Background: an optimization exercise with open tools, aiming at a short achievable clock period and few clock cycles. Do not read the settings as production practice.
The RTL was checked by simulation tests, not by an equivalence proof against the original design.
Power is estimated from default activity; no workload was simulated.

==> design/flow/design.v <==
module sap1_bd1 #(parameter I = 0) (
  input  [4*30-1:0] w,     
  output [4:0] d
);
  function [15:0] oh;
    input integer v;
    begin
      oh = 16'd1 << (v % 16);
    end
  endfunction
  wire [3:0]  nf  [0:3];
  wire [15:0] tg  [0:3];
  wire [3:0]  isj, isjmp, isc, isjc, islda, isldi, isalu, issub, issta, isout, ishlt, isrd, later;
  genvar k;
  generate
    for (k = 0; k < 4; k = k + 1) begin : dc
      wire [30-1:0] x = w[30*k +: 30];
      assign tg[k] = x[29:14];
      assign {isjmp[k], isjc[k], isc[k], islda[k], isalu[k], issub[k], issta[k], isldi[k],
              isout[k], ishlt[k]} = x[13:4];
      assign nf[k]    = x[3:0];
      assign isj[k]   = isjmp[k] | isc[k];
      assign isrd[k]  = islda[k] | isalu[k];
      assign later[k] = issta[k] & |(tg[k] & ((k < 1 ? oh(I+1) : 16'd0) | (k < 2 ? oh(I+2) : 16'd0)
                                 | (k < 3 ? oh(I+3) : 16'd0)));
    end
  endgenerate
  function cf;
    input integer j, m;
    begin
      cf = issta[j] & isrd[m] & (nf[j] == nf[m]);
    end
  endfunction
  wire t0 = ~isj[0];
  wire t1 = t0 & ~ishlt[0] & ~later[0] & ~isj[1] & ~(isalu[0] & isalu[1]) & ~(isout[0] & isout[1])
               & ~(isout[0] & ishlt[1]) & ~cf(0, 1);
  wire [2:0] isq = {t1, t0 & ~t1, ~t0};
  wire [2:0] jp = isq & {~ishlt[1] & ~later[1], ~ishlt[0] & ~later[0], 1'b1};
  assign d = {jp, t1, t0};
endmodule
module sap1_bd #(parameter I = 0) (
  input  [4*30-1:0] w,     
  input  [3:0]  pr,         
  input  [4:0]  s,          
  output [33-1:0] d
);
  function [15:0] oh;
    input integer v;
    begin
      oh = 16'd1 << (v % 16);
    end
  endfunction
  wire [3:0]  nf  [0:3];
  wire [15:0] tg  [0:3];
  wire [3:0]  isj, isjmp, isc, isjc, islda, isldi, isalu, issub, issta, isout, ishlt, isrd, later;
  genvar k;
  generate
    for (k = 0; k < 4; k = k + 1) begin : dc
      wire [30-1:0] x = w[30*k +: 30];
      assign tg[k] = x[29:14];
      assign {isjmp[k], isjc[k], isc[k], islda[k], isalu[k], issub[k], issta[k], isldi[k],
              isout[k], ishlt[k]} = x[13:4];
      assign nf[k]    = x[3:0];
      assign isj[k]   = isjmp[k] | isc[k];
      assign isrd[k]  = islda[k] | isalu[k];
      assign later[k] = issta[k] & |(tg[k] & ((k < 1 ? oh(I+1) : 16'd0) | (k < 2 ? oh(I+2) : 16'd0)
                                 | (k < 3 ? oh(I+3) : 16'd0)));
    end
  endgenerate
  wire t0 = s[0], t1 = s[1];
  wire [2:0] isq = {t1, t0 & ~t1, ~t0};
  wire [2:0] jp = s[4:2];
  reg [15:0] nxt;
  reg [3:0]  c_alt, c_addr;
  reg [3:0]  use4;
  reg        c_en, c_jc, c_pred;
  integer m;
  always @* begin
    nxt = 16'd0; c_alt = 4'd0; c_addr = 4'd0; c_en = 1'b0; c_jc = 1'b0; c_pred = 1'b0; use4 = 4'd0;
    for (m = 0; m <= 2; m = m + 1) begin
      if (isq[m]) begin
        c_addr = (I + m) % 16;
        c_jc   = isjc[m];
        c_pred = pr[m];
        c_alt  = pr[m] ? (I + m + 1) % 16 : nf[m];
        c_en   = jp[m] & isc[m];
        if (jp[m] & isj[m])
          nxt = (isjmp[m] | (isc[m] & pr[m])) ? tg[m] : (isc[m] & isjmp[m+1]) ? tg[m+1] : oh(I + m + 1);
        else
          nxt = oh(I + m);
        use4 = (4'b1111 >> (4 - m)) | ((jp[m] ? 4'd1 : 4'd0) << m)
             | (((jp[m] & isc[m] & ~pr[m]) ? 4'd1 : 4'd0) << (m + 1));
      end
    end
  end
  assign d = {nxt, t1, t0, use4, c_en, c_jc, c_pred, c_alt, c_addr};
endmodule
module sap1_add8 (
  input  [7:0] x,
  input  [7:0] y,
  input        ci,
  output [7:0] s,
  output       co,
  output       z
);
  wire [7:0] p = x ^ y;
  wire [7:0] g0 = (x & y) | {7'd0, p[0] & ci};
  wire [7:0] g1, p1, g2, p2, g3;
  genvar i;
  generate
    for (i = 0; i < 8; i = i + 1) begin : ks
      if (i >= 1) begin
        assign g1[i] = g0[i] | (p[i] & g0[i-1]);
        assign p1[i] = p[i] & p[i-1];
      end else begin
        assign g1[i] = g0[i];
        assign p1[i] = p[i];
      end
      if (i >= 2) begin
        assign g2[i] = g1[i] | (p1[i] & g1[i-2]);
        assign p2[i] = p1[i] & p1[i-2];
      end else begin
        assign g2[i] = g1[i];
        assign p2[i] = p1[i];
      end
      if (i >= 4) assign g3[i] = g2[i] | (p2[i] & g2[i-4]);
      else        assign g3[i] = g2[i];
    end
  endgenerate
  wire [8:0] c = {g3, ci};
  assign s  = p ^ c[7:0];
  assign co = c[8];
  wire [7:0] need = {x[6:0] | y[6:0], ci};
  assign z = ~|(p ^ need);
endmodule
module sap1_f (
  input  [15:0]     s,
  input  [33-1:0]  d,       
  input  [2*30-1:0] w,     
  output [177-1:0]  b
);
  function [15:0] dec4;
    input [3:0] v;
    integer j;
    begin
      for (j = 0; j < 16; j = j + 1) dec4[j] = (v == j);
    end
  endfunction
  wire [1:0] tk = d[16:15];
  wire [55:0] sl [0:1];
  wire [1:0]  sub, sta, isalu, isld;
  wire [15:0] stw [0:1];
  wire [15:0] tt  [0:1];
  genvar k;
  generate
    for (k = 0; k < 2; k = k + 1) begin : s1
      wire [30-1:0] x = w[30*k +: 30];
      wire [3:0] nf = x[3:0];
      wire [15:0] t = x[29:14];
      wire lda = tk[k] & x[10];
      wire ldi = tk[k] & x[6];
      wire alu = tk[k] & x[9];
      wire st  = tk[k] & x[7];
      wire out = tk[k] & x[5];
      wire hl  = tk[k] & x[4];
      assign sub[k] = alu & x[8];
      assign isalu[k] = alu;
      assign isld[k] = lda | ldi;
      assign tt[k] = t;
      assign sta[k] = st;
      assign stw[k] = st ? t : 16'd0;
      assign sl[k] = {stw[k], (lda | alu) ? t : 16'd0, nf, 14'd0, lda, ldi, alu, st, out, hl};
    end
  endgenerate
  assign b = {isalu[0] ? tt[0] : isalu[1] ? tt[1] : 16'd0, isalu[1] & isld[0],
              s, d[14:11], |sub, d[10:0], stw[0] | stw[1], sl[1], sl[0]};
endmodule
module sap1_e1 (
  input  [177-1:0] b,
  input  [127:0]   memf,      
  input            ev,        
  input  [31:0]    ews,       
  input  [7:0]     esrc,      
  input  [3:0]     efin,      
  input  [31:0]    pws,       
  output [23:0]    rd,        
  output [17:0]    rsel,      
  output [8:0]     xsel,      
  output [8:0]     ysel,      
  output [7:0]     src,       
  output [3:0]     fin,       
  output [3:0]     osel,      
  output [31:0]    ws,        
  output [15:0]    wm,        
  output [3:0]     fsel,      
  output [15:0]    alt,
  output [15:0]    caddr,
  output [15:0]    used,      
  output           sub, alu, out, hlt, c_en, c_pred
);
  function [15:0] dec4;
    input [3:0] v;
    integer j;
    begin
      for (j = 0; j < 16; j = j + 1) dec4[j] = (v == j);
    end
  endfunction
  wire [15:0] start = b[159:144];
  wire [3:0]  u4    = b[143:140];
  assign sub    = b[139];
  assign c_en   = b[138];
  wire   c_jc   = b[137];
  assign c_pred = b[136];
  assign alt    = dec4(b[135:132]);
  assign caddr  = dec4(b[131:128]);
  assign wm     = b[127:112];
  wire [15:0] ys    = b[176:161];
  wire        x_r0  = b[160];
  wire [15:0] ssel [0:1];
  wire [15:0] rs1  [0:1];
  wire [3:0]  nf   [0:1];
  wire [1:0]  lda, ldi, isalu, sta, iso, ish;
  genvar k;
  generate
    for (k = 0; k < 2; k = k + 1) begin : un
      wire [55:0] x = b[56*k +: 56];
      assign ssel[k] = x[55:40];
      assign rs1[k]  = x[39:24];
      assign nf[k]   = x[23:20];
      assign {lda[k], ldi[k], isalu[k], sta[k], iso[k], ish[k]} = x[5:0];
    end
  endgenerate
  assign alu = |isalu;
  assign out = |iso;
  assign hlt = |ish;
  assign fsel = {alu & c_jc, alu & ~c_jc, ~alu & c_jc, ~alu & ~c_jc};
  wire [15:0] r1 = {start[14:0], start[15]};
  wire [15:0] r2 = {r1[14:0], r1[15]};
  wire [15:0] r3 = {r2[14:0], r2[15]};
  assign used = (u4[0] ? start : 16'd0) | (u4[1] ? r1 : 16'd0) | (u4[2] ? r2 : 16'd0)
              | (u4[3] ? r3 : 16'd0);
  wire [3:0] sv [0:2];
  assign sv[0] = 4'b0001;
  generate
    for (k = 0; k < 2; k = k + 1) begin : sr
      assign sv[k+1] = isalu[k] ? 4'b1000 : (lda[k] | ldi[k]) ? (4'b0010 << k) : sv[k];
    end
  endgenerate
  assign src  = {sv[1], sv[0]};
  assign fin  = sv[2];
  assign osel = ({4{iso[0]}} & sv[0]) | ({4{iso[1]}} & sv[1]);
  generate
    for (k = 0; k < 16; k = k + 1) begin : st
      wire [1:0] s = {ssel[1][k], ssel[0][k]};
      assign ws[2*k +: 2] = {s[1], s[0] & ~s[1]};
    end
  endgenerate
  reg  [23:0] r;
  reg  [17:0] rs;
  reg  [8:0]  ysl;
  integer i, wi;
  reg  [15:0] t;
  reg  [1:0]  hs;      
  reg  [1:0]  hp;      
  reg  [3:0]  hv;
  always @* begin
    r = 24'd0;
    rs = 18'd0;
    ysl = 9'd0;
    for (i = 0; i < 3; i = i + 1) begin
      t = (i == 2) ? ys : rs1[i];
      hs = 2'd0;
      hp = 2'd0;
      for (wi = 0; wi < 16; wi = wi + 1) begin
        r[8*i +: 8] = r[8*i +: 8] | ({8{t[wi]}} & memf[8*wi +: 8]);
        hs = hs | ({2{t[wi] & ev}} & ews[2*wi +: 2]);
        hp = hp | ({2{t[wi]}} & pws[2*wi +: 2]);
      end
      if (i < 2 && ldi[i]) r[8*i +: 8] = {4'd0, nf[i]};
      hv = ({4{hs[0]}} & esrc[0 +: 4]) | ({4{hs[1]}} & esrc[4 +: 4]);
      if (i < 2) rs[9*i +: 9] = (|hs) ? {5'd0, hv} : (|hp) ? {3'd0, hp, 4'd0} : (9'd1 << (6 + i));
      else       ysl = (|hs) ? {5'd0, hv} : (|hp) ? {3'd0, hp, 4'd0} : 9'b100000000;
    end
  end
  assign rd   = r;
  assign rsel = rs;
  wire [8:0] inv = ev ? {5'd0, efin} : 9'd1;
  assign xsel = x_r0 ? rs[0 +: 9] : inv;
  assign ysel = ysl;
endmodule
module sap1 (
  input        clk,
  input        sw8,     
  input        prog,    
  input        sw4,     
  input  [3:0] sw_mar,  
  input  [7:0] sw_dat,  
  output [7:0] oval,    
  output       out_valid,  
  output       hlt,     
  output [7:0] memval   
);
  function [15:0] dec4;
    input [3:0] v;
    integer j;
    begin
      for (j = 0; j < 16; j = j + 1) dec4[j] = (v == j);
    end
  endfunction
  function [30-1:0] wdec;
    input [7:0] v;
    reg [3:0] op;
    begin
      op = v[7:4];
      wdec = {dec4(v[3:0]), op == 4'd6, op == 4'd7, (op == 4'd7) | (op == 4'd8), op == 4'd1,
              (op == 4'd2) | (op == 4'd3), op == 4'd3, op == 4'd4, op == 4'd5, op == 4'd14,
              op == 4'd15, v[3:0]};
    end
  endfunction
  reg [7:0]   mem [0:15];
  reg [30-1:0] dw [0:15];   
  reg [4:0]   bs [0:15];     
  reg [33-1:0] bd [0:15];   
  reg [15:0]  pc;            
  reg [15:0]  pcw_n;         
  reg         rsv_q;         
  reg [15:0]  rs_q;          
  reg [15:0]  pred;          
  reg [7:0]   a;
  reg         cf, zf;
  reg [7:0]   oval_q;
  reg         outv_q;
  reg         hlt_q;
  reg [7:0]   memval_q;
  reg         mis_q;         
  reg [15:0]  alt_q;         
  reg [15:0]  wr_q, wr_qq, wr_qqq;   
  reg         pu_q, pf_q;    
  reg [15:0]  pa_q;          
  reg [15:0]  lda_q;         
  reg [7:0]   ldd_q;
  reg [15:0]  sd;            
  reg [31:0]  pw;            
  reg [15:0]  pwm;           
  reg         bv1;
  reg [177-1:0] b1;
  reg         bv2;
  reg [15:0]  rr;            
  reg [7:0]   px, py;        
  reg [7:0]   e_src;
  reg [3:0]   e_fin, e_osel;
  reg [31:0]  e_ws;
  reg [15:0]  e_wm;
  reg [3:0]   fsel;
  reg [15:0]  e_alt, e_caddr;
  reg         e_sub, e_alu, e_out, e_hlt, e_c_en, e_c_pred;
  integer i, j;
  genvar gi;
  wire        loadw = ~prog & ~sw4;
  wire [127:0] memq;
  generate
    for (gi = 0; gi < 16; gi = gi + 1) begin : mq
      assign memq[8*gi +: 8] = mem[gi];
    end
  endgenerate
  reg [7:0] wv [0:15];
  always @* begin
    for (i = 0; i < 16; i = i + 1) begin
      wv[i] = ({8{pw[2*i]}} & sd[7:0]) | ({8{pw[2*i+1]}} & sd[15:8]);
      if (lda_q[i]) wv[i] = ldd_q;
    end
  end
  generate
    for (gi = 0; gi < 16; gi = gi + 1) begin : dg
      wire [33-1:0] d;
      wire [4:0] ds;
      sap1_bd1 #(.I(gi)) u1 (
        .w({dw[(gi+3)%16], dw[(gi+2)%16], dw[(gi+1)%16], dw[gi]}),
        .d(ds));
      sap1_bd #(.I(gi)) u (
        .w({dw[(gi+3)%16], dw[(gi+2)%16], dw[(gi+1)%16], dw[gi]}),
        .pr({pred[(gi+3)%16], pred[(gi+2)%16], pred[(gi+1)%16], pred[gi]}),
        .s(bs[gi]), .d(d));
      always @(posedge clk) begin
        bs[gi] <= ds;
        bd[gi] <= d;
      end
    end
  endgenerate
  wire run2  = ~sw8 & ~hlt_q & bv2 & ~mis_q;
  wire run2f = ~hlt_q & bv2 & ~mis_q;
  wire [7:0] sum;
  wire       cf_n, zf_n;
  sap1_add8 add (.x(px), .y(py), .ci(e_sub), .s(sum), .co(cf_n), .z(zf_n));
  wire [31:0] vals = {sum, rr, a};
  function [7:0] pick4;
    input [3:0]  s;
    input [31:0] v;
    integer q;
    begin
      pick4 = 8'd0;
      for (q = 0; q < 4; q = q + 1) pick4 = pick4 | ({8{s[q]}} & v[8*q +: 8]);
    end
  endfunction
  wire [7:0] a_n = pick4(e_fin, vals);
  wire [7:0] ov  = pick4(e_osel, vals);
  wire [15:0] sd_n = {pick4(e_src[4 +: 4], vals), pick4(e_src[0 +: 4], vals)};
  wire       flag = (fsel[3] & cf_n) | (fsel[2] & zf_n) | (fsel[1] & cf) | (fsel[0] & zf);
  wire       mis = run2 & e_c_en & (flag ^ e_c_pred);
  wire [23:0] n_rd;
  wire [17:0] n_rsel;
  wire [8:0]  n_xsel, n_ysel;
  wire [7:0]  n_src;
  wire [3:0]  n_fin, n_osel;
  wire [31:0] n_ws;
  wire [15:0] n_wm, n_alt, n_caddr, n_used;
  wire [3:0]  n_fsel;
  wire        n_sub, n_alu, n_out, n_hlt, n_c_en, n_c_pred;
  sap1_e1 e1n (.b(b1), .memf(memq), .ev(run2f), .ews(e_ws), .esrc(e_src), .efin(e_fin), .pws(pw),
    .rd(n_rd), .rsel(n_rsel), .xsel(n_xsel), .ysel(n_ysel), .src(n_src), .fin(n_fin),
    .osel(n_osel), .ws(n_ws), .wm(n_wm), .fsel(n_fsel), .alt(n_alt), .caddr(n_caddr),
    .used(n_used), .sub(n_sub), .alu(n_alu), .out(n_out), .hlt(n_hlt), .c_en(n_c_en),
    .c_pred(n_c_pred));
  wire stale1 = bv1 & ~mis_q & |((wr_qqq | wr_qq | wr_q | lda_q | pwm | (run2f ? e_wm : 16'd0)) & n_used);
  function [7:0] pick9;
    input [8:0]  s;
    input [31:0] v;
    input [15:0] p;
    input [23:0] r;
    integer q;
    begin
      pick9 = 8'd0;
      for (q = 0; q < 4; q = q + 1) pick9 = pick9 | ({8{s[q]}} & v[8*q +: 8]);
      for (q = 0; q < 2; q = q + 1) pick9 = pick9 | ({8{s[4+q]}} & p[8*q +: 8]);
      for (q = 0; q < 3; q = q + 1) pick9 = pick9 | ({8{s[6+q]}} & r[8*q +: 8]);
    end
  endfunction
  wire [15:0] n_rr = {pick9(n_rsel[9 +: 9], vals, sd, n_rd), pick9(n_rsel[0 +: 9], vals, sd, n_rd)};
  wire [7:0]  n_px = pick9(n_xsel, vals, sd, n_rd);
  wire [7:0]  n_py = pick9(n_ysel, vals, sd, n_rd) ^ {8{n_sub}};
  reg  [33-1:0] fd, ad;
  reg  [2*30-1:0] fw, aw;
  always @* begin
    fd = {33{1'b0}};
    fw = {2*30{1'b0}};
    ad = {33{1'b0}};
    aw = {2*30{1'b0}};
    for (i = 0; i < 16; i = i + 1) begin
      fd = fd | ({33{pc[i]}} & bd[i]);
      fw = fw | ({2*30{~pcw_n[i]}} & {dw[(i+1)%16], dw[i]});
      ad = ad | ({33{alt_q[i]}} & bd[i]);
      aw = aw | ({2*30{alt_q[i]}} & {dw[(i+1)%16], dw[i]});
    end
  end
  wire [177-1:0] fb, ab, rb;
  sap1_f fn (.s(pc), .d(fd), .w(fw), .b(fb));
  sap1_f fa (.s(alt_q), .d(ad), .w(aw), .b(ab));
  sap1_f f0 (.s(16'd1), .d(bd[0]), .w({dw[1], dw[0]}), .b(rb));
  always @(posedge clk) begin
    memval_q <= mem[sw_mar];
    if (lda_q[sw_mar] | (pw[2*sw_mar +: 2] != 2'd0)) memval_q <= wv[sw_mar];
    lda_q <= loadw ? dec4(sw_mar) : 16'd0;
    ldd_q <= sw_dat;
    wr_q  <= lda_q | pwm;
    wr_qq <= wr_q;
    wr_qqq <= wr_qq;
    for (i = 0; i < 16; i = i + 1)
      if (lda_q[i] | pwm[i]) begin
        mem[i] <= wv[i];
        dw[i]  <= wdec(wv[i]);
      end
    if (pu_q) pred <= (pred & ~pa_q) | (pa_q & {16{pf_q}});
    if (sw8) pred <= 16'd0;
    pu_q <= run2 & e_c_en;
    pf_q <= flag;
    pa_q <= e_caddr;
    mis_q <= ~sw8 & mis;
    alt_q <= e_alt;
    sd <= sd_n;
    pw <= run2 ? e_ws : 32'd0;
    pwm <= run2 ? e_wm : 16'd0;
  end
  always @(posedge clk) begin
    if (sw8) begin
      a <= 8'd0; cf <= 1'b0; zf <= 1'b0;
      oval_q <= 8'd0; outv_q <= 1'b0; hlt_q <= 1'b0;
    end else begin
      outv_q <= run2 & e_out;
      if (run2) begin
        a <= a_n;
        if (e_alu) begin cf <= cf_n; zf <= zf_n; end
        if (e_out) oval_q <= ov;
        if (e_hlt) hlt_q <= 1'b1;
      end
    end
  end
  always @(posedge clk) begin
    rs_q <= b1[159:144];
    if (sw8) begin
      bv2 <= 1'b0;
      bv1 <= 1'b1;
      rsv_q <= 1'b0;
      pc  <= bd[0][32:17];
      pcw_n <= ~bd[0][32:17];
      b1  <= rb;
    end else begin
      bv2 <= bv1 & ~mis_q & ~stale1;
      bv1 <= mis_q | (~stale1 & ~rsv_q);
      rsv_q <= stale1;
      pc  <= mis_q ? ad[32:17] : rsv_q ? rs_q : fd[32:17];
      pcw_n <= ~(mis_q ? ad[32:17] : rsv_q ? rs_q : fd[32:17]);
      b1  <= mis_q ? ab : fb;
    end
    rr <= n_rr; px <= n_px; py <= n_py;
    e_src <= n_src; e_fin <= n_fin; e_osel <= n_osel; e_ws <= n_ws; e_wm <= n_wm; fsel <= n_fsel;
    e_alt <= n_alt; e_caddr <= n_caddr;
    e_sub <= n_sub; e_alu <= n_alu; e_out <= n_out; e_hlt <= n_hlt;
    e_c_en <= n_c_en; e_c_pred <= n_c_pred;
  end
  assign oval = oval_q;
  assign out_valid = outv_q;
  assign hlt = hlt_q;
  assign memval = memval_q;
endmodule
==> design/flow/run.sh <==
#!/bin/bash
# synth_recipe.tcl (not shown) runs the flow's synth.tcl, then flattens the netlist and writes it again
# the make line also repeats each setting of config.mk as NAME=value (left out here)
make -C /OpenROAD-flow-scripts/flow DESIGN_CONFIG=/design/flow/config.mk WORK_HOME=/design/flow/orfs CLKGATE_MAP_FILE= SYNTH_SCRIPT=/design/flow/synth_recipe.tcl finish
==> design/flow/config.mk <==
export PLATFORM = sky130hd
export DESIGN_NAME = sap1
export DESIGN_NICKNAME = sap1
export VERILOG_FILES = /design/flow/design.v
export SDC_FILE = /design/flow/constraint.sdc
export NUM_CORES = 8
export LEC_CHECK = 0
export ABC_CLOCK_PERIOD_IN_PS = 2000
export CAP_MARGIN = 40
export CORE_MARGIN = 2
export CORE_UTILIZATION = 30
export SETUP_SLACK_MARGIN = 3.0
export SLEW_MARGIN = 30
==> design/flow/constraint.sdc <==
create_clock -name core_clock -period 5.5 [get_ports {clk}]
set_input_delay 1.1000 -clock core_clock [delete_from_list [all_inputs] [get_ports {clk}]]
set_output_delay 1.1000 -clock core_clock [all_outputs]
set_load 0.01 [all_outputs]
==> results of run 1 <==
registers in the layout, indices dropped and copies added (netlist names), 32 cells and up, named ones only:
register and count:
pw 32, bs 80, b1 147, bd 510, e_ws 32, mem 80
dw 464
worst max-delay path: cells and delay by family (launching register included):
kind | cells | cell delay, ns
AO/OA/AOI/OAI | 4 | 1.22
multiplexers | 1 | 0.36
AND/OR/NAND/NOR | 2 | 0.38
flip-flops | 1 | 0.38
buffers and inverters | 1 | 0.33
per-stage QoR:
step | cells | hold WS [ns] | util, % | instance area [um2] | setup WS (ns)
6_report | 14140 | 0.3131 | 38.15 | 109800 | 2.703
4_1_cts | 13820 | 0.3095 | 36.60 | 105300 | 2.777
5_1_grt | 14070 | 0.3227 | 38.10 | 109600 | 2.810
3_5_place_dp | 13170 | 0.3118 | 32.50 | 93490 | 1.307
2_1_floorplan | 9657 | 0.3096 | - | 86660 | 2.624
3_3_place_gp | 13050 | 0.3106 | 32.03 | 92120 | 1.222
how the worst max path moves through the flow:
stage	to	slack [ns]	depth (start not counted)
4_1_cts	px[3]	2.78	7
3_3_place_gp	memval_q[0]	1.22	11
2_1_floorplan	memval_q[3]	2.62	9
6_report	px[0]	2.70	8
3_5_place_dp	memval_q[6]	1.31	11
5_1_grt	py[6]	2.81	10
synthesized netlist by cell type, types with 111 or more instances:
cell / instances
and3_1: 145
a31oi_1: 168
dfxtp_1: 1135
o22ai_1: 175
edfxtp_1: 544
o21ai_0: 514
nand3_1: 335
a221oi_1: 544
inv_1: 327
a22o_1: 525
buf_2: 111
nand4_1: 127
nand2_1: 793
clkbuf_1: 678
nor2_1: 767
nor3_1: 145
nor2b_1: 117
a21oi_1: 260
nand2b_1: 174
a22oi_1: 734
logic make-up after synthesis:
family	after synthesis	share of synthesized area, %
fa+ha+maj	16	0.2486
flops	1679	45.11
simple gates	2914	16.10
other cells	1	0.004331
compound gates	3621	30.86
buf+inv	1250	5.762
mux	95	1.171
xor+xnor	74	0.7486
layout by cell type (no fill, tap or decap), types with 47 or more instances in the layout:
cell       instances
a21oi_1          205
a221o_1           50
a221oi_1         494
a221oi_2          47
a222oi_1          54
a22o_1           520
a22oi_1          716
a31oi_1          115
and3_1           143
buf_12           105
buf_4            812
buf_6            129
clkbuf_16        207
dfxtp_1          983
dfxtp_2           82
dfxtp_4           70
diode_2           78
edfxtp_1         544
inv_1            306
mux2i_1           77
nand2_1          782
nand2b_1         168
nand3_1          322
nand4_1          127
nor2_1           732
nor2b_1          111
nor3_1           127
o21ai_0          422
o21ai_1          131
o221ai_1          57
o22a_1            98
o22ai_1          165
or2_2             81
timing repair:
item / in CTS / in global routing
endpoints found under the setup margin: 573 / 283
cloned: 11 / 12
buffers inserted: 277 / 204
gates resized for setup: 747 / 496
pin swaps: 78 / 148
area by class of cell:
type,instances,area (um2)
clock inverter,94,1071
multi-input combinational,6732,46040
timing repair buffer,1174,11460
clock buffer,261,5465
fill,28440,177900
tap,3781,4731
sequential,1679,39420
inverter,337,1366
antenna,78,195.2
power by group through the flow:
stage	registers [W]	logic (W)	clock network (W)
final	0.0159	0.0121	0.0136
after detailed placement	0.0160	0.00880	0
after floorplan	0.0146	0.00487	0
after global placement	0.0161	0.00858	0
after global routing	0.0158	0.0118	0.0141
after CTS	0.0157	0.0101	0.0135
layer usage:
metal	vias to the layer above	wire (um)
li1	38120	-
met1	51140	253300
met2	12600	262400
met3	4085	132100
met4	99	77560
met5	-	2242
==> key figures, run 1 <==
Power
  – Part of the power in registers: 38.2%
  – Max VDD drop: 0.2451 mV
  – Switch Pwr: 0.01608 W
  – Internal Pwr Total: 0.02554 W
  – Gate power share: 29.0%
  – Pwr/cell area: 379.2 nW/um2
  – Clk pwr share: between 30% and 40%
  – Sw frac: about 39%
  – Leak: 40.00 nW
  – Final Power: approximately 0.042 W

Worst setup path
  – Max stage delay cell, worst path: edfxtp_1
  – Arr. time, crit path: between 3 and 4 ns
  – R2r endpoint: px[0]
  – Startpoint Class: flip-flop
  – Crit path cell chain: buf_4, a22o_1, a221oi_1, nand4_1, mux2i_2, nor3_2, a221o_1, a221o_1
  – Crit path max fanout: 11
  – R2R Path Start: dw[9][0]
  – Critical Setup Path Class: reg2reg
  – Flop2flop setup slack: 2.70 ns
  – Slowest Stage Delay on Critical Path: 0.38 ns
  – Worst setup EP type: flip-flop
  – Worst setup path startpoint: dw[9][0]
  – Cell mode on critical path: a221o_1
  – R2R depth: 8
  – Required time worst endpoint: 6.33 ns

Logic synthesis
  – Cells after Synth: 9,650
  – Sequential share of the synthesized area: between 40% and 50%
  – Yosys cell types: 98
  – Mapped Area: 86,580 um2
  – EDFF count, synth: between 500 and 600
  – Synth area leader: dfxtp_1
  – Share of the synthesized area in the top cell type: 26.24%
  – Synth warnings: 46
  – Synth Flop Type: dfxtp_1
  – Post-synth ARST share: 0%
  – Post-Syn Area per Cell: ~9.0 um2
  – Synth area leaders: dfxtp_1 (26%), edfxtp_1 (19%), a22oi_1 (6.4%)
  – Post-synthesis register bit count: 1,679

Clock tree
  – Number of CTS-inserted buffers: 192
  – CTS sink cnt: 1,679
  – Bufs on Longest Clock Path: 4
  – CTS tree: built
  – Clock H-tree levels: 4
  – Clk pin slew, worst setup/hold paths: 0.07 ns
  – Clk Latency, worst-skew pair: roughly 1 ns
  – Root Buffer: clkbuf_16
  – Hold buffers post-CTS: 0

Global routing
  – GRT Total Usage: ~47%
  – Initial antenna violation count: 85
  – GR Util met3: 29.26%
  – GR Util met1: 54.34%
  – First-pass GRT wire length: 921,300 um
  – Most used routing layer: met2
  – GR Layer Usage met2: 60.50%
  – Vias in the first global route: 92.67k
  – Largest net degree at the start of global routing: 80
  – Global route overflow: 0

Timing
  – Rel. slew slack: 27.44%
  – Final min period: between 2 and 3 ns
  – Pin slew with the least headroom to its limit: roughly 1.1 ns
  – Final hold violation count: 0
  – # setup viols final: 0
  – Unrepaired setup endpoints after global routing: yes
  – F_max: 357.6 MHz
  – Final slew viol count: 0
  – Final Skew: 0.08624 ns
  – Final worst-path cycle share: around 51%
  – Setup TNS: 0 ns

Floorplanning
  – Die height: 541.2 um
  – Die area: a little under 300,000 um2
  – Initial Util: 30.10%
  – Die Wd: 541.2 um
  – Placeable core area: 287,700 um2
  – Top Ports: 34
  – Site Rows: 197

Cells and area
  – # nets final: 10.15k
  – Area growth, synth to finish: 26.76%
  – Fraction of layout cells with a size suffix above 1: 22.20%

Min path
  – Hold_sp: e_caddr[15]
  – Worst Hold End: pa_q[15]
  – Hold path depth: 0
  – Worst min-delay path category: reg2reg

Route
  – Drt wl/cell: 51.47 um
  – Vias per std cell: 7.501
  – Drt first pass iters: 17
  – Antenna viol nets, final: 0
  – Vias: between 100k and 150k
  – First DRT Iteration DRCs: ~25k
  – Post-Route WL: a little over 700,000 um
  – Residual DRC: 0

Place
  – I/O Buffers: 33
  – Detailed placer's ending HPWL: 517,000 um
  – GP Congestion: 1.192

Status
  – Outcome: finished clean

Run
  – Total of max-cap violations: 0
Testbench counts, summed over its fixed seeds: cycles 8,794.
==> run 2, diff against run 1 <==
--- a/design/flow/design.v
+++ b/design/flow/design.v
@@ -34,5 +34,5 @@
   wire t0 = ~isj[0];
   wire t1 = t0 & ~ishlt[0] & ~later[0] & ~isj[1] & ~(isalu[0] & isalu[1]) & ~(isout[0] & isout[1])
-               & ~(isout[0] & ishlt[1]) & ~cf(0, 1);
+               & ~(isout[0] & ishlt[1]) & ~(isalu[0] & isout[1]) & ~cf(0, 1);
   wire [2:0] isq = {t1, t0 & ~t1, ~t0};
   wire [2:0] jp = isq & {~ishlt[1] & ~later[1], ~ishlt[0] & ~later[0], 1'b1};
@@ -404,6 +404,6 @@
   endfunction
   wire [7:0] a_n = pick4(e_fin, vals);
-  wire [7:0] ov  = pick4(e_osel, vals);
-  wire [15:0] sd_n = {pick4(e_src[4 +: 4], vals), pick4(e_src[0 +: 4], vals)};
+  wire [7:0] ov  = pick4(e_osel & 4'b0111, vals);    
+  wire [15:0] sd_n = {pick4(e_src[4 +: 4], vals), a};
   wire       flag = (fsel[3] & cf_n) | (fsel[2] & zf_n) | (fsel[1] & cf) | (fsel[0] & zf);
   wire       mis = run2 & e_c_en & (flag ^ e_c_pred);
--- a/design/flow/config.mk
+++ b/design/flow/config.mk
@@ -7,7 +7,7 @@
 export LEC_CHECK = 0
 export ABC_CLOCK_PERIOD_IN_PS = 2000
-export CAP_MARGIN = 40
+export CAP_MARGIN = 25
 export CORE_MARGIN = 2
 export CORE_UTILIZATION = 30
 export SETUP_SLACK_MARGIN = 3.0
-export SLEW_MARGIN = 30
+export SLEW_MARGIN = 20
==> run 2 against run 1 <==
Compared with the run above:
- still clean
- sequential cell count shrank 1
- critical path depth grew 2
- sequential power grew 3%
- utilization shrank 0.35 points
- critical endpoint is now py[6]
- highest routed layer unchanged
==> key figures, run 2 <==
Logic synthesis
  – Synth area leaders: dfxtp_1 (26%), edfxtp_1 (19%), a22oi_1 (6.8%)
  – Synth warnings: 46 (unchanged)
  – Most common cell in the netlist: dfxtp_1
  – Cells after Synth: 9,713 (+0.65%)
  – Post-Syn Area per Cell: 8.880 um2 (-1.0%)
  – Share of the synthesized area in the top cell type: 26.32% (+0.077 points)
  – Synth top cells by count: dfxtp_1 (1,134), nand2_1 (979), a22oi_1 (782)
  – Post-synthesis register bit count: 1,678 (-0.060%)
  – Post-synth ARST share: 0% (unchanged)
  – Synth area leader: dfxtp_1
  – Yosys cell types: 79 (-19%)
  – Sequential share of the synthesized area: 45.26% (+0.15 points)
  – EDFF count, synth: 544 (unchanged)
  – Synth Flop Type: dfxtp_1
  – Mapped Area: 86,250 um2 (-0.38%)

Clock tree
  – Bufs on Longest Clock Path: 4 (unchanged)
  – CTS sink cnt: 1,678 (-0.060%)
  – Number of CTS-inserted buffers: 193 (+0.52%)
  – Clk Latency, worst-skew pair: 0.99 ns (about the same)
  – Clk pin slew, worst setup/hold paths: 0.06 ns (about the same)
  – CTS tree: built
  – Clock H-tree levels: 4 (unchanged)
  – Root Buffer: clkbuf_16

Timing
  – F_max: 356.2 MHz (-0.38%)
  – Rel. slew slack: 17.25% (-10 points)
  – Final min period: 2.807 ns (+0.01063 ns)
  – Final worst slack: 2.693 ns (-0.01063 ns)
  – Pin slew with the least headroom to its limit: 1.241 ns (+0.1601 ns)
  – WHS: 0.2931 ns (-0.02003 ns)
  – Final worst-path cycle share: 51.04% (+0.19 points)
  – # setup viols final: 0 (unchanged)
  – Final hold violation count: 0 (unchanged)
  – Setup TNS: 0 ns (unchanged)
  – Final slew viol count: 0 (unchanged)
  – Final Skew: 0.1082 ns (+0.02196 ns)
  – Unrepaired setup endpoints after global routing: yes

Floorplanning
  – Die area: 291,800 um2 (-0.38%)
  – Top Ports: 34 (unchanged)
  – Die Wd: 540.2 um (-0.19%)
  – Die height: 540.2 um (-0.19%)
  – Placeable core area: 285,700 um2 (-0.68%)
  – Initial Util: 30.19% (+0.091 points)
  – Site Rows: 196 (-0.51%)

Route
  – First DRT Iteration DRCs: 24.88k (-1.5%)
  – Vias per std cell: 7.451 (-0.67%)
  – Drt wl/cell: 51.62 um (+0.28%)
  – Residual DRC: 0 (unchanged)
  – Drt first pass iters: 15 (-2)
  – Antenna viol nets, final: 0 (unchanged)
  – Post-Route WL: 724,500 um (-0.43%)
  – Vias: 104.6k (-1.4%)

Power
  – Sw frac: 39.88% (+1.2 points)
  – Part of the power in registers: 37.8% (-0.4 points)
  – Clk pwr share: 32.3% (-0.4 points)
  – Gate power share: 29.9% (+0.9 points)
  – Leak: 39.48 nW (-1.3%)
  – Switch Pwr: 0.01725 W (+7.3%)
  – Max VDD drop: 0.2586 mV (+5.5%)
  – Internal Pwr Total: 0.02601 W (+1.8%)
  – Pwr/cell area: 400.6 nW/um2 (+5.6%)

Worst setup path
  – Flop2flop setup slack: 2.69 ns (about the same)
  – Arr. time, crit path: 3.60 ns (-0.03 ns)
  – Crit path cell chain: fa_2, inv_2, fa_2, nor2b_2, o21ai_2, a21boi_2, or4_1, and3_4, o211ai_1, xor2_1
  – Cell mode on critical path: fa_2
  – Critical Setup Path Class: reg2reg
  – Required time worst endpoint: 6.29 ns (-0.04 ns)
  – Crit path max fanout: 4 (-7)
  – R2r endpoint: py[6]
  – Slowest Stage Delay on Critical Path: 0.53 ns (+0.15 ns)
  – R2R Path Start: e_sub
  – Worst setup EP type: flip-flop
  – Max stage delay cell, worst path: o211ai_1
  – Startpoint Class: flip-flop
  – R2R depth: 10 (+2)

Min path
  – Worst min-delay path category: reg2reg
  – Hold path depth: 0 (unchanged)
  – Worst Hold End: pa_q[12]
  – Hold_sp: e_caddr[12]

Global routing
  – Largest net degree at the start of global routing: 84 (+5.0%)
  – First-pass GRT wire length: 923,200 um (+0.21%)
  – Initial antenna violation count: 70 (-18%)
  – GRT Total Usage: 47.10% (+0.34 points)
  – Global route overflow: 0 (unchanged)
  – Most used routing layer: met2
  – GR Layer Usage met2: 61.04% (+0.54 points)
  – GR Util met3: 28.61% (-0.65 points)
  – Vias in the first global route: 92.22k (-0.48%)
  – GR Util met1: 56.04% (+1.7 points)

Cells and area
  – Core Util, Final: 37.80% (-0.35 points)
  – Max reg flops: 510 (unchanged)
  – Fraction of layout cells with a size suffix above 1: 20.93% (-1.3 points)
  – Multi-input logic area: 45,730 um2 (-0.67%)
  – Reg area: 39,370 um2 (-0.14%)
  – Most frequent cells in the layout: dfxtp_1 (997), nand2_1 (974), buf_4 (776)
  – Top reg by flops: bd
  – Top flop regs: bd x510, dw x472, b1 x147
  – Area growth, synth to finish: 25.22%
  – Leading cell type in the layout, fill and taps excluded: dfxtp_1
  – Fillcell total: 28.59k (+0.54%)
  – # nets final: 10.08k (-0.70%)

Status
  – Outcome: finished clean

Place
  – Post-Place Worst Slack: 0.9436 ns (-0.3635 ns)
  – I/O Buffers: 33 (unchanged)
  – Detailed placer's ending HPWL: 521,300 um (+0.83%)
  – GP Congestion: 1.120 (-6.1%)

Run
  – Total of max-cap violations: 0 (unchanged)
## run 2: through the flow
step,cells,cell area [um2],power [W]
floorplan,9720,86310,0.02017
finish,14040,108000,0.04326
CTS,13820,104700,0.04123
global placement,13100,92000,0.02641
detailed placement,13130,92310,0.02641
global route,13980,107900,0.04325
## run 2: worst max-delay path by stage
stage                   start          end  slack, ns  depth (start not counted)
floorplan           sw_mar[0]  memval_q[3]       2.34                          7
global placement    sw_mar[0]  memval_q[2]       0.87                         10
detailed placement  sw_mar[0]  memval_q[2]       0.94                         10
CTS                     py[0]        py[6]       2.74                         10
global route            e_sub        py[7]       2.65                         10
finish                  e_sub        py[6]       2.69                         10
## run 2: metal layers
layer / vias to the layer above / wire length (um)
li1: 37980 / -
met1: 51010 / 259200
met2: 12050 / 264800
met3: 3478 / 129600
met4: 67 / 69270
met5: - / 1625
## run 2: power groups by stage
stage | logic [W] | clock network (W) | registers (W)
global route | 0.0127 | 0.0144 | 0.0162
floorplan | 0.00550 | 0 | 0.0147
finish | 0.0130 | 0.0140 | 0.0163
detailed placement | 0.00993 | 0 | 0.0165
global placement | 0.00991 | 0 | 0.0165
CTS | 0.0113 | 0.0139 | 0.0160
## run 2: cell type report
type / count / area share [%]
multi-input combinational: 6841 / 42.34
clock inverter: 93 / 1.065
antenna: 69 / 0.1599
timing repair buffer: 1049 / 9.469
tap: 3762 / 4.358
clock buffer: 262 / 5.127
sequential: 1678 / 36.45
inverter: 282 / 1.028
## run 2: repair_timing
| action | CTS | global route |
|---|---|---|
| resized for setup | 805 | 448 |
| pin swaps | 75 | 150 |
| hold endpoints to repair | 0 | 0 |
| hold buffers | 0 | 0 |
| setup buffers | 334 | 132 |
| endpoints found under the setup margin | 879 | 319 |
| cloned | 8 | 9 |
## run 2: worst max-delay path, delay by kind of cell, from the launching register on
kind,cells,cell delay (ns)
adders and majority gates,2,0.63
and+or+nand+nor,3,0.69
buffers and inverters,1,0.08
xor gates and xnor gates,1,0.16
DFF,1,0.33
AOI/OAI and AO/OA,3,0.78
## run 2: cell families after synthesis
family	synth area share, %
mux	1.163
fa+ha+maj	0.2495
simple gates	16.81
xor+xnor	0.8326
flops	45.26
other cells	0.004348
buf+inv	5.330
compound gates	30.35
Testbench counts of run 2, summed over its fixed seeds: cycles 8,794.
==> run 3, diff against run 2 <==
--- a/design/flow/design.v
+++ b/design/flow/design.v
@@ -43,5 +43,5 @@
   input  [3:0]  pr,         
   input  [4:0]  s,          
-  output [33-1:0] d
+  output [49-1:0] d
 );
   function [15:0] oh;
@@ -94,5 +94,7 @@
     end
   end
-  assign d = {nxt, t1, t0, use4, c_en, c_jc, c_pred, c_alt, c_addr};
+  wire [15:0] used = (use4[0] ? oh(I) : 16'd0) | (use4[1] ? oh(I+1) : 16'd0)
+                   | (use4[2] ? oh(I+2) : 16'd0) | (use4[3] ? oh(I+3) : 16'd0);
+  assign d = {used, nxt, t1, t0, use4, c_en, c_jc, c_pred, c_alt, c_addr};
 endmodule
 module sap1_add8 (
@@ -136,7 +138,7 @@
 module sap1_f (
   input  [15:0]     s,
-  input  [33-1:0]  d,       
+  input  [49-1:0]  d,       
   input  [2*30-1:0] w,     
-  output [177-1:0]  b
+  output [193-1:0]  b
 );
   function [15:0] dec4;
@@ -173,9 +175,9 @@
     end
   endgenerate
-  assign b = {isalu[0] ? tt[0] : isalu[1] ? tt[1] : 16'd0, isalu[1] & isld[0],
+  assign b = {d[48:33], isalu[0] ? tt[0] : isalu[1] ? tt[1] : 16'd0, isalu[1] & isld[0],
               s, d[14:11], |sub, d[10:0], stw[0] | stw[1], sl[1], sl[0]};
 endmodule
 module sap1_e1 (
-  input  [177-1:0] b,
+  input  [193-1:0] b,
   input  [127:0]   memf,      
   input            ev,        
@@ -238,6 +240,5 @@
   wire [15:0] r2 = {r1[14:0], r1[15]};
   wire [15:0] r3 = {r2[14:0], r2[15]};
-  assign used = (u4[0] ? start : 16'd0) | (u4[1] ? r1 : 16'd0) | (u4[2] ? r2 : 16'd0)
-              | (u4[3] ? r3 : 16'd0);
+  assign used = b[192:177];
   wire [3:0] sv [0:2];
   assign sv[0] = 4'b0001;
@@ -321,8 +322,10 @@
   reg [30-1:0] dw [0:15];   
   reg [4:0]   bs [0:15];     
-  reg [33-1:0] bd [0:15];   
+  reg [49-1:0] bd [0:15];   
   reg [15:0]  pc;            
   reg [15:0]  pcw_n;         
   reg         rsv_q;         
+  reg         rst_q;         
+  reg [49-1:0] bd0_q;       
   reg [15:0]  rs_q;          
   reg [15:0]  pred;          
@@ -344,5 +347,5 @@
   reg [15:0]  pwm;           
   reg         bv1;
-  reg [177-1:0] b1;
+  reg [193-1:0] b1;
   reg         bv2;
   reg [15:0]  rr;            
@@ -373,5 +376,5 @@
   generate
     for (gi = 0; gi < 16; gi = gi + 1) begin : dg
-      wire [33-1:0] d;
+      wire [49-1:0] d;
       wire [4:0] ds;
       sap1_bd1 #(.I(gi)) u1 (
@@ -422,4 +425,26 @@
     .used(n_used), .sub(n_sub), .alu(n_alu), .out(n_out), .hlt(n_hlt), .c_en(n_c_en),
     .c_pred(n_c_pred));
+  wire [127:0] memf_ld;
+  generate
+    for (gi = 0; gi < 16; gi = gi + 1) begin : ml
+      assign memf_ld[8*gi +: 8] = lda_q[gi] ? ldd_q : mem[gi];
+    end
+  endgenerate
+  wire [23:0] r_rd;
+  wire [17:0] r_rsel;
+  wire [8:0]  r_xsel, r_ysel;
+  wire [7:0]  r_src;
+  wire [3:0]  r_fin, r_osel;
+  wire [31:0] r_ws;
+  wire [15:0] r_wm, r_alt, r_caddr, r_used;
+  wire [3:0]  r_fsel;
+  wire        r_sub, r_alu, r_out, r_hlt, r_c_en, r_c_pred;
+  sap1_e1 e1r (.b(rb), .memf(memf_ld), .ev(1'b0), .ews(32'd0), .esrc(8'd0), .efin(4'd0), .pws(32'd0),
+    .rd(r_rd), .rsel(r_rsel), .xsel(r_xsel), .ysel(r_ysel), .src(r_src), .fin(r_fin),
+    .osel(r_osel), .ws(r_ws), .wm(r_wm), .fsel(r_fsel), .alt(r_alt), .caddr(r_caddr),
+    .used(r_used), .sub(r_sub), .alu(r_alu), .out(r_out), .hlt(r_hlt), .c_en(r_c_en),
+    .c_pred(r_c_pred));
+  wire stale0 = loadw | |((wr_qqq | wr_qq | wr_q | lda_q) & bd0_q[48:33]);
+  wire fast = rst_q & ~stale0;
   wire stale1 = bv1 & ~mis_q & |((wr_qqq | wr_qq | wr_q | lda_q | pwm | (run2f ? e_wm : 16'd0)) & n_used);
   function [7:0] pick9;
@@ -439,22 +464,25 @@
   wire [7:0]  n_px = pick9(n_xsel, vals, sd, n_rd);
   wire [7:0]  n_py = pick9(n_ysel, vals, sd, n_rd) ^ {8{n_sub}};
-  reg  [33-1:0] fd, ad;
+  wire [15:0] r_rr = {pick9(r_rsel[9 +: 9], 32'd0, 16'd0, r_rd), pick9(r_rsel[0 +: 9], 32'd0, 16'd0, r_rd)};
+  wire [7:0]  r_px = pick9(r_xsel, 32'd0, 16'd0, r_rd);
+  wire [7:0]  r_py = pick9(r_ysel, 32'd0, 16'd0, r_rd) ^ {8{r_sub}};
+  reg  [49-1:0] fd, ad;
   reg  [2*30-1:0] fw, aw;
   always @* begin
-    fd = {33{1'b0}};
+    fd = {49{1'b0}};
     fw = {2*30{1'b0}};
-    ad = {33{1'b0}};
+    ad = {49{1'b0}};
     aw = {2*30{1'b0}};
     for (i = 0; i < 16; i = i + 1) begin
-      fd = fd | ({33{pc[i]}} & bd[i]);
+      fd = fd | ({49{pc[i]}} & bd[i]);
       fw = fw | ({2*30{~pcw_n[i]}} & {dw[(i+1)%16], dw[i]});
-      ad = ad | ({33{alt_q[i]}} & bd[i]);
+      ad = ad | ({49{alt_q[i]}} & bd[i]);
       aw = aw | ({2*30{alt_q[i]}} & {dw[(i+1)%16], dw[i]});
     end
   end
-  wire [177-1:0] fb, ab, rb;
+  wire [193-1:0] fb, ab, rb;
   sap1_f fn (.s(pc), .d(fd), .w(fw), .b(fb));
   sap1_f fa (.s(alt_q), .d(ad), .w(aw), .b(ab));
-  sap1_f f0 (.s(16'd1), .d(bd[0]), .w({dw[1], dw[0]}), .b(rb));
+  sap1_f f0 (.s(16'd1), .d(bd0_q), .w({dw[1], dw[0]}), .b(rb));
   always @(posedge clk) begin
     memval_q <= mem[sw_mar];
@@ -465,9 +493,8 @@
     wr_qq <= wr_q;
     wr_qqq <= wr_qq;
-    for (i = 0; i < 16; i = i + 1)
-      if (lda_q[i] | pwm[i]) begin
-        mem[i] <= wv[i];
-        dw[i]  <= wdec(wv[i]);
-      end
+    for (i = 0; i < 16; i = i + 1) begin
+      if (lda_q[i] | pwm[i]) mem[i] <= wv[i];
+      dw[i] <= wdec((lda_q[i] | pwm[i]) ? wv[i] : mem[i]);
+    end
     if (pu_q) pred <= (pred & ~pa_q) | (pa_q & {16{pf_q}});
     if (sw8) pred <= 16'd0;
@@ -476,5 +503,7 @@
     pa_q <= e_caddr;
     mis_q <= ~sw8 & mis;
-    alt_q <= e_alt;
+    alt_q <= sw8 ? bd[0][32:17] : e_alt;
+    bd0_q <= bd[0];
+    rst_q <= sw8;
     sd <= sd_n;
     pw <= run2 ? e_ws : 32'd0;
@@ -496,25 +525,30 @@
   end
   always @(posedge clk) begin
-    rs_q <= b1[159:144];
+    rs_q <= sw8 ? 16'd1 : b1[159:144];
     if (sw8) begin
-      bv2 <= 1'b0;
-      bv1 <= 1'b1;
-      rsv_q <= 1'b0;
-      pc  <= bd[0][32:17];
-      pcw_n <= ~bd[0][32:17];
-      b1  <= rb;
+      bv2 <= fast;
+      bv1 <= fast;
+      rsv_q <= ~fast;
     end else begin
       bv2 <= bv1 & ~mis_q & ~stale1;
       bv1 <= mis_q | (~stale1 & ~rsv_q);
       rsv_q <= stale1;
-      pc  <= mis_q ? ad[32:17] : rsv_q ? rs_q : fd[32:17];
-      pcw_n <= ~(mis_q ? ad[32:17] : rsv_q ? rs_q : fd[32:17]);
-      b1  <= mis_q ? ab : fb;
-    end
-    rr <= n_rr; px <= n_px; py <= n_py;
-    e_src <= n_src; e_fin <= n_fin; e_osel <= n_osel; e_ws <= n_ws; e_wm <= n_wm; fsel <= n_fsel;
-    e_alt <= n_alt; e_caddr <= n_caddr;
-    e_sub <= n_sub; e_alu <= n_alu; e_out <= n_out; e_hlt <= n_hlt;
-    e_c_en <= n_c_en; e_c_pred <= n_c_pred;
+    end
+    pc  <= (mis_q | sw8) ? ad[32:17] : rsv_q ? rs_q : fd[32:17];
+    pcw_n <= ~((mis_q | sw8) ? ad[32:17] : rsv_q ? rs_q : fd[32:17]);
+    b1  <= (mis_q | sw8) ? ab : fb;
+    if (sw8) begin
+      rr <= r_rr; px <= r_px; py <= r_py;
+      e_src <= r_src; e_fin <= r_fin; e_osel <= r_osel; e_ws <= r_ws; e_wm <= r_wm; fsel <= r_fsel;
+      e_alt <= r_alt; e_caddr <= r_caddr;
+      e_sub <= r_sub; e_alu <= r_alu; e_out <= r_out; e_hlt <= r_hlt;
+      e_c_en <= r_c_en; e_c_pred <= r_c_pred;
+    end else begin
+      rr <= n_rr; px <= n_px; py <= n_py;
+      e_src <= n_src; e_fin <= n_fin; e_osel <= n_osel; e_ws <= n_ws; e_wm <= n_wm; fsel <= n_fsel;
+      e_alt <= n_alt; e_caddr <= n_caddr;
+      e_sub <= n_sub; e_alu <= n_alu; e_out <= n_out; e_hlt <= n_hlt;
+      e_c_en <= n_c_en; e_c_pred <= n_c_pred;
+    end
   end
   assign oval = oval_q;
--- a/design/flow/config.mk
+++ b/design/flow/config.mk
@@ -7,7 +7,8 @@
 export LEC_CHECK = 0
 export ABC_CLOCK_PERIOD_IN_PS = 2000
-export CAP_MARGIN = 25
+export CAP_MARGIN = 40
 export CORE_MARGIN = 2
 export CORE_UTILIZATION = 30
+export GPL_ROUTABILITY_DRIVEN = 0
 export SETUP_SLACK_MARGIN = 3.0
-export SLEW_MARGIN = 20
+export SLEW_MARGIN = 30
==> run 3 against run 2 <==
Compared with the run above:
- the run now fails in 5_1_grt
- synthesized cell count is 8.2% higher
- synthesized area is 0.35% higher
==> key figures, run 3 <==
Logic synthesis
  – Post-synth ARST share: 0% (unchanged)
  – Sequential share of the synthesized area: 39.46% (-5.8 points)
  – Share of the synthesized area in the top cell type: 39.46% (+13 points)
  – Yosys cell types: 91 (+15%)
  – Cells after Synth: 10.51k (+8.2%)
  – Synth area leaders: dfxtp_1 (39%), a22oi_1 (8.8%), a221oi_1 (4.1%)
  – Synth top cells by count: dfxtp_1 (1,706), a22oi_1 (1,019), nor2_1 (890)
  – Most common cell in the netlist: dfxtp_1
  – Mapped Area: 86,550 um2 (+0.35%)
  – Post-synthesis register bit count: 1,706 (+1.7%)
  – EDFF count, synth: 0 (-100%)
  – Post-Syn Area per Cell: 8.238 um2 (-7.2%)
  – Synth area leader: dfxtp_1
  – Synth Flop Type: dfxtp_1
  – Synth warnings: 46 (unchanged)

Clock tree
  – Bufs on Longest Clock Path: 3 (-1)
  – Clock H-tree levels: 4 (unchanged)
  – Hold buffers post-CTS: 0 (unchanged)
  – Number of CTS-inserted buffers: 172 (-11%)
  – Root Buffer: clkbuf_16
  – CTS sink cnt: 1,706 (+1.7%)

Place
  – Area post-placement: 92,540 um2 (+0.24%)
  – Detailed placer's ending HPWL: 456,300 um (-12%)
  – I/O Buffers: 33 (unchanged)

Floorplanning
  – Initial Util: 30.09% (-0.10 points)
  – Site Rows: 197 (+0.51%)
  – Top Ports: 34 (unchanged)
  – Die Wd: 541.1 um (+0.17%)
  – Die height: 541.1 um (+0.17%)

Status
  – Stop err: [ERROR GRT-0232] Routing congestion too high. Check the congestion heatmap in the GUI.
  – Stop stage: 5_1_grt
  – Outcome: stopped before the end

Global routing
  – Largest net degree at the start of global routing: roughly 110
  – GRT Total Usage: 47.28%
  – Global route overflow: 3
[run 3: cell types whose count changed after synthesis, sizes merged, moves of 183 or more]
cell	before	now
o22ai	121	354
edfxtp	544	0
a22oi	782	1019
nand2	979	741
inv	279	518
a22o	523	340
dfxtp	1134	1706
mux2	8	227
[run 3: power by group through the flow]
stage,combinational [W],clock (W),sequential [W]
floorplan,0.00241,0,0.0134
global placement,0.00441,0,0.0143
detailed placement,0.00448,0,0.0142
CTS,0.00476,0.0126,0.0140
[run 3: repair_timing]
action	CTS
setup buffers	112
cloned	13
pin swaps	66
resized for setup	532
endpoints found under the hold margin	0
setup endpoints to repair	450
[run 3: metrics by stage]
stage                     util (%)  hold slack (ns)  setup WS (ns)  total power, W  instances
after floorplan                  -           0.3096          2.778         0.01584      10510
after detailed placement     32.17           0.3121          1.371         0.01873      13880
after CTS                    35.32           0.3046          2.784         0.03129      14320
after global placement       31.84           0.3107          1.387         0.01871      13800
[run 3: how the worst max path moves through the flow]
| stage | from | cells past startpoint | slack, ns | to |
|---|---|---|---|---|
| CTS | px[0] | 8 | 2.78 | py[7] |
| detailed placement | sw_mar[2] | 9 | 1.37 | memval_q[0] |
| global placement | sw_mar[0] | 8 | 1.39 | memval_q[5] |
| floorplan | sw_mar[0] | 9 | 2.78 | memval_q[3] |
[run 3: kinds of logic after synthesis]
kind of cell	synth area share [%]
multiplexers	4.103
XOR/XNOR	0.7286
flip-flops	39.46
adder cells (fa/ha/maj)	0.2486
buffers and inverters	6.627
AND/OR/NAND/NOR	16.24
AO/OA/AOI/OAI	32.59
other	0.004333
[run 3: routing by layer]
layer / GRT usage, % / GRT overflow
met5: 32.43 / 3
met4: 42.26 / 0
met3: 45.17 / 0
met2: 52.61 / 0
met1: 47.33 / 0
Testbench counts of run 3, summed over its fixed seeds: cycles 8,666.
==> run 4, diff against run 3 <==
--- a/design/flow/config.mk
+++ b/design/flow/config.mk
@@ -10,5 +10,4 @@
 export CORE_MARGIN = 2
 export CORE_UTILIZATION = 30
-export GPL_ROUTABILITY_DRIVEN = 0
 export SETUP_SLACK_MARGIN = 3.0
 export SLEW_MARGIN = 30
==> run 4 against run 3 <==
Compared with the run above:
- the run now finishes clean
- synthesized area stayed put
- synthesized cell count is the same
==> key figures, run 4 <==
Logic synthesis
  – Yosys cell types: 91 (unchanged)
  – Post-Syn Area per Cell: 8.238 um2 (unchanged)
  – Cells after Synth: 10.51k (unchanged)
  – Share of the synthesized area in the top cell type: 39.46% (unchanged)
  – Synth Flop Type: dfxtp_1
  – Post-synthesis register bit count: 1,706 (unchanged)
  – Synth area leader: dfxtp_1
  – Sequential share of the synthesized area: 39.46% (unchanged)
  – Post-synth ARST share: 0% (unchanged)
  – Mapped Area: 86,550 um2 (unchanged)
  – Synth top cells by count: dfxtp_1 (1,706), a22oi_1 (1,019), nor2_1 (890)
  – EDFF count, synth: 0 (unchanged)
  – Most common cell in the netlist: dfxtp_1
  – Synth warnings: 46 (unchanged)
  – Synth area leaders: dfxtp_1 (39%), a22oi_1 (8.8%), a221oi_1 (4.1%)

Cells and area
  – Reg area: roughly 35,000 um2
  – Multi-input logic area: 50,100 um2
  – Fillcell total: between 20k and 30k
  – Leading cell type in the layout, fill and taps excluded: dfxtp_1
  – Area growth, synth to finish: 26.25%
  – Top reg by flops: bd
  – Top flop regs: bd x510, dw x480, b1 x159
  – # nets final: between 10k and 15k
  – Most frequent cells in the layout: dfxtp_1 (1,542), a22oi_1 (1,005), nor2_1 (856)
  – Fraction of layout cells with a size suffix above 1: 21.74%
  – Max reg flops: 510

Floorplanning
  – Die Wd: 541.1 um (unchanged)
  – Initial Util: 30.09% (unchanged)
  – Top Ports: 34 (unchanged)
  – Placeable core area: 287,700 um2
  – Site Rows: 197 (unchanged)
  – Die area: between 200,000 and 300,000 um2
  – Die height: 541.1 um (unchanged)

Worst setup path
  – Arr. time, crit path: between 3 and 4 ns
  – Critical Setup Path Class: reg2reg
  – Max stage delay cell, worst path: dfxtp_4
  – Slowest Stage Delay on Critical Path: 0.51 ns
  – Crit path cell chain: inv_4, buf_4, a22o_1, nor4_4, a31oi_1, buf_4, nor2_4, buf_12, o22ai_2
  – Required time worst endpoint: between 6 and 7 ns
  – CP top delay family: buffers and inverters
  – Crit path max fanout: 14
  – Worst setup EP type: flip-flop
  – Cell mode on critical path: buf_4
  – Crit path buffers/inverters: 4
  – Startpoint Class: flip-flop

Route
  – Post-Route WL: about 780,000 um
  – Antenna viol nets, final: 0
  – Residual DRC: 0
  – Vias: between 100k and 150k
  – Drt first pass iters: 27
  – Drt wl/cell: ~53 um
  – Vias per std cell: 7.549
  – First DRT Iteration DRCs: between 20k and 30k

Clock tree
  – Number of CTS-inserted buffers: 193 (+12%)
  – Bufs on Longest Clock Path: 4 (+1)
  – Root Buffer: clkbuf_16
  – Clk Latency, worst-skew pair: 1.00 ns
  – Clock H-tree levels: 4 (unchanged)
  – Clk pin slew, worst setup/hold paths: approximately 0.06 ns
  – CTS sink cnt: 1,706 (unchanged)
  – CTS tree: built

Timing
  – Rel. slew slack: 22.06%
  – Unrepaired setup endpoints after global routing: yes
  – Final slew viol count: 0
  – Final min period: about 2.8 ns
  – Final Skew: approximately 0.12 ns
  – Final hold violation count: 0
  – Pin slew with the least headroom to its limit: ~1.2 ns
  – F_max: 358.0 MHz
  – Setup TNS: 0 ns
  – # setup viols final: 0
  – Final worst-path cycle share: 50.79%
  – Final worst slack: 2.706 ns

Global routing
  – Global route overflow: 0
  – Initial antenna violation count: roughly 110
  – Largest net degree at the start of global routing: 138
  – GRT Total Usage: 50.03%
  – Vias in the first global route: 98.63k
  – First-pass GRT wire length: a little under 1,000,000 um

Power
  – Leak: 39.03 nW
  – Max VDD drop: roughly 0.27 mV
  – Pwr/cell area: 319.4 nW/um2

Status
  – Outcome: finished clean

Min path
  – Worst min-delay path category: reg2reg

Run
  – Total of max-cap violations: 0

Place
  – I/O Buffers: 33 (unchanged)
  – Detailed placer's ending HPWL: 554,900 um (+22%)
  – GP Congestion: 1.171
  – Post-Place Worst Slack: 1.181 ns (-0.1900 ns)
==> run 4: cell counts after synthesis <==
No cell type changed its count.
==> run 4: cells by family (layout without fill, tap and decap cells) <==
family	after synthesis	after routing	share of synthesized area, %
AND/OR/NAND/NOR	2956	2958	16.24
flip-flops	1706	1706	39.46
AO/OA/AOI/OAI	3943	3947	32.59
XOR/XNOR	72	72	0.7286
buffers and inverters	1491	1930	6.627
multiplexers	321	321	4.103
other	1	123	0.004333
adder cells (fa/ha/maj)	16	16	0.2486
==> run 4: cell type report <==
type | count | share of cell area, %
multi-input cells | 7322 | 45.85
repair buffers | 1055 | 9.940
clock inverters | 81 | 0.9893
well taps | 3781 | 4.329
diodes | 115 | 0.2634
inverters | 521 | 1.911
clock buffers | 273 | 5.110
flip-flops and latches | 1706 | 31.61
==> run 4: worst reg2reg max path, cell delays in order, from the launching register on <==
cell and delay (ns):
dfxtp_4 0.51, inv_4 0.29, buf_4 0.31, a22o_1 0.25, nor4_4 0.32, a31oi_1 0.13, buf_4 0.20, nor2_4 0.28
buf_12 0.20, o22ai_2 0.09
==> run 4: path summary, 6_finish.rpt <==
kind                 start  cells past startpoint  slack, ns        end
hold / removal    wr_qq[1]                      0       0.31  wr_qqq[1]
hold reg to reg   wr_qq[1]                      0       0.31  wr_qqq[1]
setup reg to reg  pcw_n[7]                      9       2.71     b1[38]
setup / recovery  pcw_n[7]                      9       2.71     b1[38]
==> run 4: what timing repair did <==
action / CTS / global route
pin swaps: 82 / 162
gates cloned: 13 / 20
buffers inserted: 164 / 159
gates resized for setup: 719 / 561
hold buffers: 0 / 0
endpoints found under the setup margin: 639 / 373
==> run 4: routing by layer <==
layer / routed length, um / global-route usage [%]
met5: 2216 / 3.978
met3: 137900 / 30.75
met4: 99520 / 46.73
met2: 280000 / 64.39
met1: 263200 / 55.30
==> run 4: power breakdown <==
| group | internal (W) | switching [W] |
|---|---|---|
| Combinational | 0.00172 | 0.00501 |
| Sequential | 0.0129 | 0.00121 |
| Clock | 0.00801 | 0.00607 |
==> run 4: through the flow <==
| stage | hold slack, ns | util [%] | instances | area (um2) | total power, W |
|---|---|---|---|---|---|
| finish | 0.3090 | 37.99 | 14850 | 109300 | 0.03490 |
| global route | 0.3222 | 37.90 | 14760 | 109000 | 0.03483 |
| CTS | 0.3135 | 36.31 | 14530 | 104400 | 0.03341 |
| detailed placement | 0.3121 | 32.55 | 14000 | 93620 | 0.01937 |
| global placement | 0.3107 | 32.17 | 13910 | 92540 | 0.01935 |
| floorplan | 0.3096 | - | 10510 | 86680 | 0.01584 |
==> run 5, diff against run 4 <==
--- a/design/flow/config.mk
+++ b/design/flow/config.mk
@@ -7,7 +7,7 @@
 export LEC_CHECK = 0
 export ABC_CLOCK_PERIOD_IN_PS = 2000
-export CAP_MARGIN = 40
+export CAP_MARGIN = 25
 export CORE_MARGIN = 2
 export CORE_UTILIZATION = 30
 export SETUP_SLACK_MARGIN = 3.0
-export SLEW_MARGIN = 30
+export SLEW_MARGIN = 20
==> run 5 against run 4 <==
Compared with the run above:
- still clean
- cell area fell by 0.45%
- final cell count shrank 0.59%
- non-clock buffer count decreased by 75
- first-iteration DRC count fell by 1.7%
- global-route usage about the same
- clock skew shrank 0.0058 ns
- synthesized cell count is the same
- clock power is essentially flat
- worst setup slack worse by 0.12 ns
- fmax fell by 4.1%
- via count shrank 0.56%
==> key figures, run 5 <==
Status
  – Outcome: finished clean

Run
  – Total of max-cap violations: 0 (unchanged)

Place
  – Detailed placer's ending HPWL: 552,800 um (-0.37%)
  – GP Congestion: 1.171 (unchanged)

Logic synthesis
  – Most common cell in the netlist: dfxtp_1
  – Post-Syn Area per Cell: 8.238 um2 (unchanged)
  – Synth area leaders: dfxtp_1 (39%), a22oi_1 (8.8%), a221oi_1 (4.1%)
  – Synth Flop Type: dfxtp_1
  – Cells after Synth: 10.51k (unchanged)
  – EDFF count, synth: 0 (unchanged)
  – Post-synthesis register bit count: 1,706 (unchanged)
  – Synth top cells by count: dfxtp_1 (1,706), a22oi_1 (1,019), nor2_1 (890)
  – Synth area leader: dfxtp_1
  – Post-synth ARST share: 0% (unchanged)
  – Sequential share of the synthesized area: 39.46% (unchanged)
  – Yosys cell types: 91 (unchanged)

Power
  – Switch Pwr: 0.01223 W (-0.43%)
  – Leak: 38.68 nW (-0.89%)
  – Part of the power in registers: 40.5% (about the same)
  – Pwr/cell area: 321.0 nW/um2 (+0.50%)
  – Max VDD drop: 0.3741 mV (+36%)
  – Clk pwr share: 40.6% (+0.3 points)
  – Internal Pwr Total: 0.02269 W (+0.30%)

Global routing
  – First-pass GRT wire length: 983,300 um (about the same)
  – Initial antenna violation count: 97 (-7.6%)
  – Global route overflow: 0 (unchanged)

Min path
  – Worst min-delay path category: reg2reg

Floorplanning
  – Initial Util: 30.09% (unchanged)
  – Die Wd: 541.1 um (unchanged)
  – Site Rows: 197 (unchanged)

Clock tree
  – Root Buffer: clkbuf_16
  – Clk Latency, worst-skew pair: 0.99 ns (about the same)
  – Clock H-tree levels: 4 (unchanged)
  – CTS tree: built
  – Clk pin slew, worst setup/hold paths: 0.07 ns (about the same)

Route
  – Drt wl/cell: 52.60 um (-0.17%)
  – Vias per std cell: 7.551 (about the same)
  – First DRT Iteration DRCs: 24.94k (-1.7%)
  – Vias: 111.5k (-0.56%)

Cells and area
  – Most frequent cells in the layout: dfxtp_1 (1,527), a22oi_1 (1,001), nor2_1 (852)
  – Max reg flops: 510 (unchanged)
  – Core Util, Final: 37.81% (-0.17 points)
  – Area growth, synth to finish: 25.67%
  – Fraction of layout cells with a size suffix above 1: 21.93% (+0.19 points)

Worst setup path
  – Crit path max fanout: 5 (-9)
  – Critical Setup Path Class: reg2reg
  – Arr. time, crit path: 3.68 ns (+0.12 ns)

Timing
  – Unrepaired setup endpoints after global routing: yes
  – Final slew viol count: 0 (unchanged)
run 5: cell counts after synthesis:
No cell type changed its count.
run 5: path summary, 6_finish.rpt:
| path | end | startpoint | slack [ns] | cells after the start |
|---|---|---|---|---|
| max | px[4] | e_ws[1] | 2.59 | 7 |
| min | wr_qqq[14] | wr_qq[14] | 0.31 | 0 |
| max reg2reg | px[4] | e_ws[1] | 2.59 | 7 |
| min reg2reg | wr_qqq[14] | wr_qq[14] | 0.31 | 0 |
run 5: power groups by stage:
stage | registers (W) | logic, W | clock network (W)
2_1_floorplan | 0.0134 | 0.00241 | 0
5_1_grt | 0.0141 | 0.00627 | 0.0145
3_3_place_gp | 0.0143 | 0.00505 | 0
6_report | 0.0141 | 0.00659 | 0.0142
4_1_cts | 0.0140 | 0.00547 | 0.0140
3_5_place_dp | 0.0143 | 0.00503 | 0
run 5: logic make-up (layout without fill, tap and decap cells):
logic type                 after synthesis  after routing  share of synthesized area [%]
DFF                                   1706           1706                          39.46
buffers and inverters                 1491           1857                          6.627
and+or+nand+nor                       2956           2956                          16.24
AOI/OAI and AO/OA                     3943           3946                          32.59
adders and majority gates               16             16                         0.2486
other                                    1            112                       0.004333
xor gates and xnor gates                72             72                         0.7286
muxes                                  321            321                          4.103
run 5: final cells by class:
cell class	count	area (um2)	share of cell area, %
flip-flops and latches	1706	34550	31.76
inverters	521	2108	1.938
clock inverters	78	1129	1.038
well taps	3781	4731	4.349
diodes	104	260.3	0.2393
clock buffers	278	5604	5.152
multi-input cells	7319	50410	46.34
repair buffers	980	9987	9.181
run 5: layer usage:
| metal | GRT usage (%) | share of wire, % |
|---|---|---|
| met5 | 4.044 | 0.25 |
| met4 | 47.05 | 13 |
| met3 | 30.38 | 18 |
| met2 | 64.33 | 36 |
| met1 | 55.38 | 34 |
run 5: through the flow:
| stage | instance area [um2] | setup slack, ns | hold WS (ns) | cells | power, W |
|---|---|---|---|---|---|
| finish | 108800 | 2.586 | 0.3122 | 14770 | 0.03492 |
| global route | 108600 | 2.700 | 0.3307 | 14680 | 0.03487 |
| CTS | 104800 | 2.767 | 0.3259 | 14520 | 0.03350 |
| detailed placement | 92720 | 1.123 | 0.3121 | 13920 | 0.01931 |
| global placement | 92540 | 0.9870 | 0.3107 | 13910 | 0.01935 |
| floorplan | 86680 | 2.778 | 0.3096 | 10510 | 0.01584 |
run 5: repair_timing:
action / 4_1_cts / 5_1_grt
pin swaps: 114 / 190
gates cloned: 11 / 8
setup buffers: 231 / 130
endpoints found under the setup margin: 724 / 365
resized for setup: 849 / 530
run 5: critical path, stage by stage (launching register included):
cell and delay, ns:
dfxtp_2 0.41, a22oi_2 0.23, nand2_2 0.12, o41ai_4 0.93, a21oi_4 0.12, mux2_4 0.35
nor2b_4 0.15, a2111o_1 0.44

Setup slack of run 5, layout unchanged: 2.586 ns with ideal ports, 2.586 ns with driving cells assumed (clock clkbuf_16, inputs buf_2), 1.855 ns with port delays also shifted by the 1.042 ns mid clock arrival.
